Source: an optimization exercise on an open RTL-to-GDS flow (aim: small area, a short achievable clock period and few clock cycles). Production flows keep margins and buffers that such runs may drop.
Function was checked by simulation only, so behaviour that the tests miss may differ from the original.

==> flow/design.v (outline; a module is shown in full before it is edited, if it fits) <==
// module addition_fp: 35 lines
// module multiple_fp: 12 lines
// module mul_mant: 1027 lines
// module fa_bit: 6 lines
// module ha_bit: 6 lines
// module fifo_padding_image: 44 lines
// module lines_buffer_conv: 21 lines
// module conv3x3_2D: 76 lines
module conv3x3_2D
	#(	parameter DATA_WIDTH = 32,
		parameter IMAGE_WIDTH = 5)
	(	clk,
		rst_n,
		i_valid,
		i_data,
		i_kernel,
		o_data,
		o_valid
	);
  // ...
==> flow/run.sh <==
#!/bin/bash
# synth_recipe.tcl (not shown) runs the flow's synth.tcl, then flattens the netlist and writes it again
# the make line also repeats each setting of config.mk as NAME=value (left out here)
make -C /OpenROAD-flow-scripts/flow DESIGN_CONFIG=/design/flow/config.mk WORK_HOME=/design/flow/orfs CLKGATE_MAP_FILE= SYNTH_SCRIPT=/design/flow/synth_recipe.tcl finish
==> flow/config.mk <==
export PLATFORM = sky130hd
export DESIGN_NAME = conv3x3_2D
export DESIGN_NICKNAME = conv3x3_2D
export VERILOG_FILES = /design/flow/design.v
export SDC_FILE = /design/flow/constraint.sdc
export NUM_CORES = 8
export LEC_CHECK = 0
export CAP_MARGIN = 20
export CORE_MARGIN = 2
export CORE_UTILIZATION = 60
export SLEW_MARGIN = 20
export SYNTH_HIERARCHICAL = 1
==> flow/constraint.sdc <==
create_clock -name core_clock -period 180.0 [get_ports {clk}]
set_input_delay 36.0000 -clock core_clock [delete_from_list [all_inputs] [get_ports {clk}]]
set_output_delay 36.0000 -clock core_clock [all_outputs]
set_load 0.01 [all_outputs]
==> notes.md, run 1 <==
status: complete, no violations
Layout clock area frac: 0.0154
hold depth: 0
Post CTS Setup Buffer Count: 0
crit path launch: s0_r[23]$_DFF_P_
die width: 619 um
Tap Count: 4,994
Starting DRT DRC Count: 20,679
Worst R2R Setup Slack: 138.06 ns
Non-clock buffering overhead: 0.0336
Max-slew headroom: 0.162
Most Crowded Layer GR: met2
most frequent cells in the layout: 4,830 x and2_1, 4,587 x fa_1, 1,487 x nand2_1, 1,383 x nor2_1, 840 x dfxtp_1
Biggest Area Class: multi-input gates
FFs & Latches: 871
Achievable Freq: 23.8 MHz
Worst Max-Slew Pin Slew: 1.26 ns
area taken by multi-input logic gates: 202,000 sq um
instance count on the critical path: 134
Slew Limit Fails: 0
WL final: 812 mm
CP top delay family: compound AO/OA/AOI/OAI gates
RSZ-0062 raised after global routing: no
# clock sinks: 871
Testbench counts, summed over its fixed seeds: cycles 26,400.
==> run 2: changes to the inputs <==
--- a/flow/config.mk
+++ b/flow/config.mk
@@ -7,6 +7,6 @@
 export LEC_CHECK = 0
 export CAP_MARGIN = 20
 export CORE_MARGIN = 2
-export CORE_UTILIZATION = 60
+export CORE_UTILIZATION = 40
 export SLEW_MARGIN = 20
 export SYNTH_HIERARCHICAL = 1
==> notes.md, run 2 <==
vias in the first global route: 196,478
P&R area growth vs syn: 6.62%
Post-DRT Antenna Nets: 0
Initial Utilization: 0.401
grt ovf: 0
# clock sinks: 871 (unchanged)
skew final: 0.0729 ns
post-cts resize count: 0
Via Count: 186,412
hold depth: 0 (unchanged)
Required @ worst endpoint: 180.77 ns
Worst Max-Slew Pin Slew: 1.29 ns (+0.0367 ns)
largest net degree at the start of global routing: 62
WL/cell: 27.0 um
drt first pass iters: 9
Slew Limit Fails: 0 (unchanged)
R2R cell count: 135
Post CTS Setup Buffer Count: 0 (unchanged)
die area: 573,000 sq um
worst hold margin: 0.257 ns
Mapped Cells: 23,439
Most Crowded Layer GR: met2
Mapped Nets: 29,010
Synth Area per Inst: 9.67 sq um
I/O Buffers: 355
core area: 565,000 sq um
Synth warnings: 10
IO Count: 356
Slowest cell on crit path: a221oi_2
CTS root buffer: clkbuf_16
Final Util: 0.428
most flop-heavy register: LinesBuffer.register
worst r2r dst: result_r[30]$_DFF_P_
clock latency on the worst-skew pair: 0.95 ns
grt met1 use: 0.394
CTS Buffer Depth: 4
Syn Std Cell Area: 227,000 sq um
Die Y-Extent: 757 um
reg2reg start: s3_r[23]$_DFF_P_
# DRC: 0
Worst R2R Setup Slack: 138.66 ns (+0.60 ns)
Fin. Hold Viols: 0
CTS tree: done
Achievable Freq: 24.2 MHz (+1.5%)
grt met3 use: 0.0675
# nets final: 28,565
ratio of cells with drive above 1 in the final layout: 0.0735
max incr delay on CP: 0.82 ns
Worst-path clk slew: 0.06 ns
H-tree levels: 3
crit path DAT: 42.11 ns
Vias/cell: 6.08
Max-slew headroom: 0.126 (-0.0366)
most common cell after layout, fill and taps aside: and2_1
Setup CP Type: flip-flop to flip-flop
initial antenna violation count: 45
element type at the critical path start: flip-flop
GR Layer Usage met2: 0.442
Max FO, Critical Path: 43
FP Rows: 276
WL final: 828 mm (+2.0%)
Hold Path Class: flip-flop to flip-flop
first-pass GRT wire length: 1260 mm
most frequent cells in the layout: 4,830 x and2_1, 4,587 x fa_1, 1,487 x nand2_1, 1,382 x nor2_1, 831 x dfxtp_1
Worst Setup End Kind: flip-flop
Final Setup Violations: 0
end of the critical path: result_r[30]$_DFF_P_
crit path launch: s3_r[23]$_DFF_P_
RSZ-0062 raised after global routing: no
Starting DRT DRC Count: 18,049 (-13%)
die width: 757 um (+22%)
post-DP HPWL: 606 mm
max reg flops: 384
placed cell count: 30,383
gr usage total: 0.287
max cap viols: 0
Final min period: 41.34 ns
biggest regs: LinesBuffer.register: 384 flops, kernel_r: 288 flops
crit share post-route: 0.230
status: complete, no violations
GP Congestion: 0.985
Num CTS Buffers: 113
setup TNS: 0 ns
hold_buf cts: 0
fin cells: 30,651
==> run 2: layer usage <==
layer	wire length, um	up-vias
met5	331	-
met4	35600	16
met3	81000	1549
met2	365000	9295
met1	346000	96338
li1	-	79214
==> run 2: worst min-delay path by stage <==
stage / endpoint / slack (ns) / from
after global placement: LinesBuffer.register[11][14]$_DFF_P_ / 0.31 / LinesBuffer.register[10][14]$_DFF_P_
after global routing: LinesBuffer.register[3][14]$_DFF_P_ / 0.27 / LinesBuffer.register[2][14]$_DFF_P_
after floorplan: LinesBuffer.register[11][0]$_DFF_P_ / 0.31 / LinesBuffer.register[10][0]$_DFF_P_
final: LinesBuffer.register[3][14]$_DFF_P_ / 0.26 / LinesBuffer.register[2][14]$_DFF_P_
after detailed placement: LinesBuffer.register[11][12]$_DFF_P_ / 0.31 / LinesBuffer.register[10][12]$_DFF_P_
after CTS: LinesBuffer.register[3][14]$_DFF_P_ / 0.26 / LinesBuffer.register[2][14]$_DFF_P_
==> run 2: final cells by class <==
class	count	area [sq um]
clock buffers	135	3020
clock inverters	71	817
inverters	347	1310
multi-input cells	20748	202000
repair buffers	913	7750
fillers	55028	323000
diodes	60	150
well taps	7506	9390
flip-flops and latches	871	17600
==> run 2: per-stage QoR <==
step           worst slack, ns  area [sq um]
2_1_floorplan           143.62        227000
3_3_place_gp            139.53        238000
3_5_place_dp            139.43        238000
4_1_cts                 139.29        242000
5_1_grt                 135.71        242000
6_report                138.66        242000
==> run 2: worst max-delay path, delay by kind of cell (launching register included) <==
family                   cells  cell delay, ns
AO/OA/AOI/OAI               62           19.33
XOR/XNOR                     9            1.92
adder cells (fa/ha/maj)     18            6.09
buffers and inverters       12            1.69
flip-flops                   1            0.32
multiplexers                 4            1.48
AND/OR/NAND/NOR             30           10.20

re-timing with driven ports:
No port has a modelled driver above. Below, the same layouts with a new extraction and two added sets of constraints. Step 1 (the two cells are an assumption about what drives the block):
set clk [get_ports {clk}]
set_driving_cell -lib_cell sky130_fd_sc_hd__clkbuf_16 $clk
set_driving_cell -lib_cell sky130_fd_sc_hd__buf_2 [delete_from_list [all_inputs] $clk]
Step 2 also shifts input and output timing later by t, the mid clock arrival at the registers, as if the neighbouring blocks saw the same clock. Slacks: ideal / step 1 / step 2; pairs: ideal / step 1.
run	shift t [ns]	slack for setup (ns)	hold WS [ns]	worst data-port slew with drivers (ns)
run 1	1.002	138.057 / 138.057 / 138.057	0.298 / 0.298 / 0.298	0.23
run 2	1.029	138.661 / 138.661 / 138.661	0.257 / 0.257 / 0.257	0.14
After both steps setup and hold are still met in every run listed.
